Source: an optimization exercise on an open RTL-to-GDS flow (aim: a short achievable clock period and few clock cycles). Production flows keep margins and buffers that such runs may drop. Only simulation tests tie the RTL to the original design; equivalence was not proved. Power is estimated from default activity; no workload was simulated.

==> flow/design.v (excerpt) <==
module custom_cpu(
	input         clk,
	input         rst,
	output reg [31:0] PC,
	output        Inst_Req_Valid,
	input         Inst_Req_Ready,
	input  [31:0] Instruction,
	input         Inst_Valid,
	output        Inst_Ready,
	output [31:0] Address,
	output        MemWrite,
	output [31:0] Write_data,
	output [ 3:0] Write_strb,
	output        MemRead,
	input         Mem_Req_Ready,
	input  [31:0] Read_data,
	input         Read_data_Valid,
	output        Read_data_Ready
);
	reg         run_r, ird_r, rdr_r;
	reg         pend, pend_kill;
	reg  [31:0] pend_pc;
	reg         pend_pt;
	reg         dq_v, dq_pt;
	reg  [31:0] dq_inst, dq_pc;
	reg         e_v, e_pt, e_auipc;
	reg  [31:0] e_pc4, e_timm, e_rv1, e_rv2, e_imm, e_pre;
	reg         e_s1, e_s2;      
	reg         e_s1n, e_s2n;    
	reg         e_s1m, e_s2m;    
	reg         e_useimm;
	reg         e_add, e_sub, e_slt, e_sltu, e_xor, e_or, e_and, e_sll, e_srl, e_sra, e_pres;
	reg         e_ld, e_st, e_mul, e_br, e_jal, e_jalr, e_wen;
	reg  [2:0]  e_f3;
	reg  [4:0]  e_rd;
	reg  [31:0] e_pc;
	reg         m_v, m_ld, m_mul, m_wen, mrd_q, mwr_q;
	reg  [31:0] m_res, m_sdata;
	reg  [31:0] m_fwd;
	reg  [3:0]  m_strb;
	reg  [2:0]  m_f3;
	reg  [4:0]  m_rd;
	reg         w_v, w_ld, w_mul, w_wen;
	reg  [31:0] w_res;
	reg  [2:0]  w_f3;
	reg  [4:0]  w_rd;
	reg         x_v, x_wen;
	reg  [31:0] x_res;
	reg  [4:0]  x_rd;
	wire stall_ldw = w_v & w_ld & ~Read_data_Valid;      
	wire stall_mem = (mrd_q | mwr_q) & ~Mem_Req_Ready;   
	wire frz_W = stall_ldw;
	wire frz_M = stall_ldw | stall_mem;                  
	reg  [15:0] btb_v;
	reg  [16*26-1:0] btb_tag;
	reg  [16*32-1:0] btb_tgt;
	reg  [16*2-1:0]  btb_cnt;
	wire [3:0]  f_idx = PC[5:2];
	wire        f_hit = btb_v[f_idx] && (btb_tag[f_idx*26 +: 26] == PC[31:6]);
	wire        f_pt = f_hit && btb_cnt[f_idx*2 + 1];
	wire [31:0] f_pnext = f_pt ? btb_tgt[f_idx*32 +: 32] : PC + 32'd4;
	wire        resp_fire = pend & Inst_Valid & ird_r;
	wire        d_v = dq_v | (resp_fire & ~pend_kill);
	wire [31:0] d_inst = dq_v ? dq_inst : Instruction;
	wire [31:0] d_pc = dq_v ? dq_pc : pend_pc;
	wire        d_pt = dq_v ? dq_pt : pend_pt;
	wire [6:0] d_op = d_inst[6:0];
	wire [2:0] d_f3 = d_inst[14:12];
	wire [4:0] d_rs1 = d_inst[19:15], d_rs2 = d_inst[24:20], d_rdn = d_inst[11:7];
	wire d_lui   = (d_op[6:2] == 5'b01101);
  ...
Settings: LEC_CHECK=0, CAP_MARGIN=20, CORE_MARGIN=2, CORE_UTILIZATION=30, PLACE_DENSITY=0.5, SLEW_MARGIN=20; clock period 10.0 ns.
standard.sh (not shown) runs the stock make flow with config.mk's settings and CLKGATE_MAP_FILE= SYNTH_SCRIPT=/design/flow/synth_recipe.tcl, a recipe that flattens the netlist after the stock synthesis.
==> flow/flow/run.sh <==
#!/bin/bash
set -euo pipefail
MARGIN=6.5
bash standard.sh SETUP_SLACK_MARGIN=$MARGIN finish > standard_make.log 2>&1
Testbench counts at the start, summed over its fixed seeds: cycles 78,073.
==> next run, changes <==
--- a/flow/design.v
+++ b/flow/design.v
@@ -1172,16 +1172,19 @@
 	wire [31:0] immB = {{19{d_inst[31]}}, d_inst[31], d_inst[7], d_inst[30:25], d_inst[11:8], 1'b0};
 	wire [31:0] immU = {d_inst[31:12], 12'd0};
 	wire [31:0] immJ = {{11{d_inst[31]}}, d_inst[31], d_inst[19:12], d_inst[20], d_inst[30:21], 1'b0};
 	wire [31:0] d_pc4 = d_pc + 32'd4;
 	wire [13:0] tb_lo = {1'b0, d_pc[12:0]} + {1'b0, immB[12:0]};
 	wire [18:0] tb_hi = tb_lo[13] ? (d_inst[31] ? d_pc[31:13] : d_pc[31:13] + 19'd1)
 	                              : (d_inst[31] ? d_pc[31:13] - 19'd1 : d_pc[31:13]);
-	wire [31:0] d_stgt = {tb_hi, tb_lo[12:0]};
-	wire d_redir = d_v & ~d_pt & d_br & (d_inst[31] | (d_f3 == 3'b001));
+	wire [21:0] tj_lo = {1'b0, d_pc[20:0]} + {1'b0, immJ[20:0]};
+	wire [10:0] tj_hi = tj_lo[21] ? (d_inst[31] ? d_pc[31:21] : d_pc[31:21] + 11'd1)
+	                              : (d_inst[31] ? d_pc[31:21] - 11'd1 : d_pc[31:21]);
+	wire [31:0] d_stgt = d_jal ? {tj_hi, tj_lo[20:0]} : {tb_hi, tb_lo[12:0]};
+	wire d_redir = d_v & ~d_pt & (d_jal | (d_br & (d_inst[31] | (d_f3 == 3'b001))));
 	wire [31:0] d_pre = d_lui ? immU : d_pc4;
 	wire [31:0] d_timm = d_jal ? immJ : (d_auipc ? immU : immB);
 	wire        d_use1 = ~(d_lui | d_auipc | d_jal);
 	wire        d_use2 = d_opr | d_st | d_br;
 	wire        d_wen = (d_lui | d_auipc | d_jal | d_jalr | d_ld | d_opi | d_opr) & (d_rdn != 5'd0);
 	wire [31:0] ld_sh = Read_data >> {w_res[1:0], 3'b000};
 	wire [31:0] ld_al = w_f3[1] ? Read_data :
Utilization barely changes; total power is about the same; die area went up by 0.70%; setup slack degrades by 0.060 ns; clock skew went down by 0.047 ns.
Testbench counts after the change, summed over its fixed seeds: cycles 77,672.

==> static timing again, ports no longer ideal <==
In the flow no input, the clock included, has a driving cell. The finished layouts below were timed again as built, in two steps. Step 1 assumes that a clkbuf_16 drives the clock port and a buf_2 every other input. Step 2 also shifts input and output timing later by t, the mid clock arrival at the registers, as if the neighbouring blocks saw the same clock. Slacks: ideal ports / drivers / drivers and shift; pairs: ideal ports / drivers.
run	t, ns	setup slack, ns	hold WS [ns]	clock arrival spread, ns	worst register clock-pin slew, ns
the first run	1.060	5.453 / 5.453 / 4.672	0.396 / 0.396 / 0.396	0.179 / 0.180	0.06 / 0.06
the second run	1.066	5.393 / 5.393 / 4.443	0.410 / 0.410 / 0.410	0.135 / 0.135	0.07 / 0.07
After both steps every run listed still meets setup and hold. For the second run, which loses most, drivers alone change the setup slack by 0.000 ns; drivers and shift together by -0.950 ns.
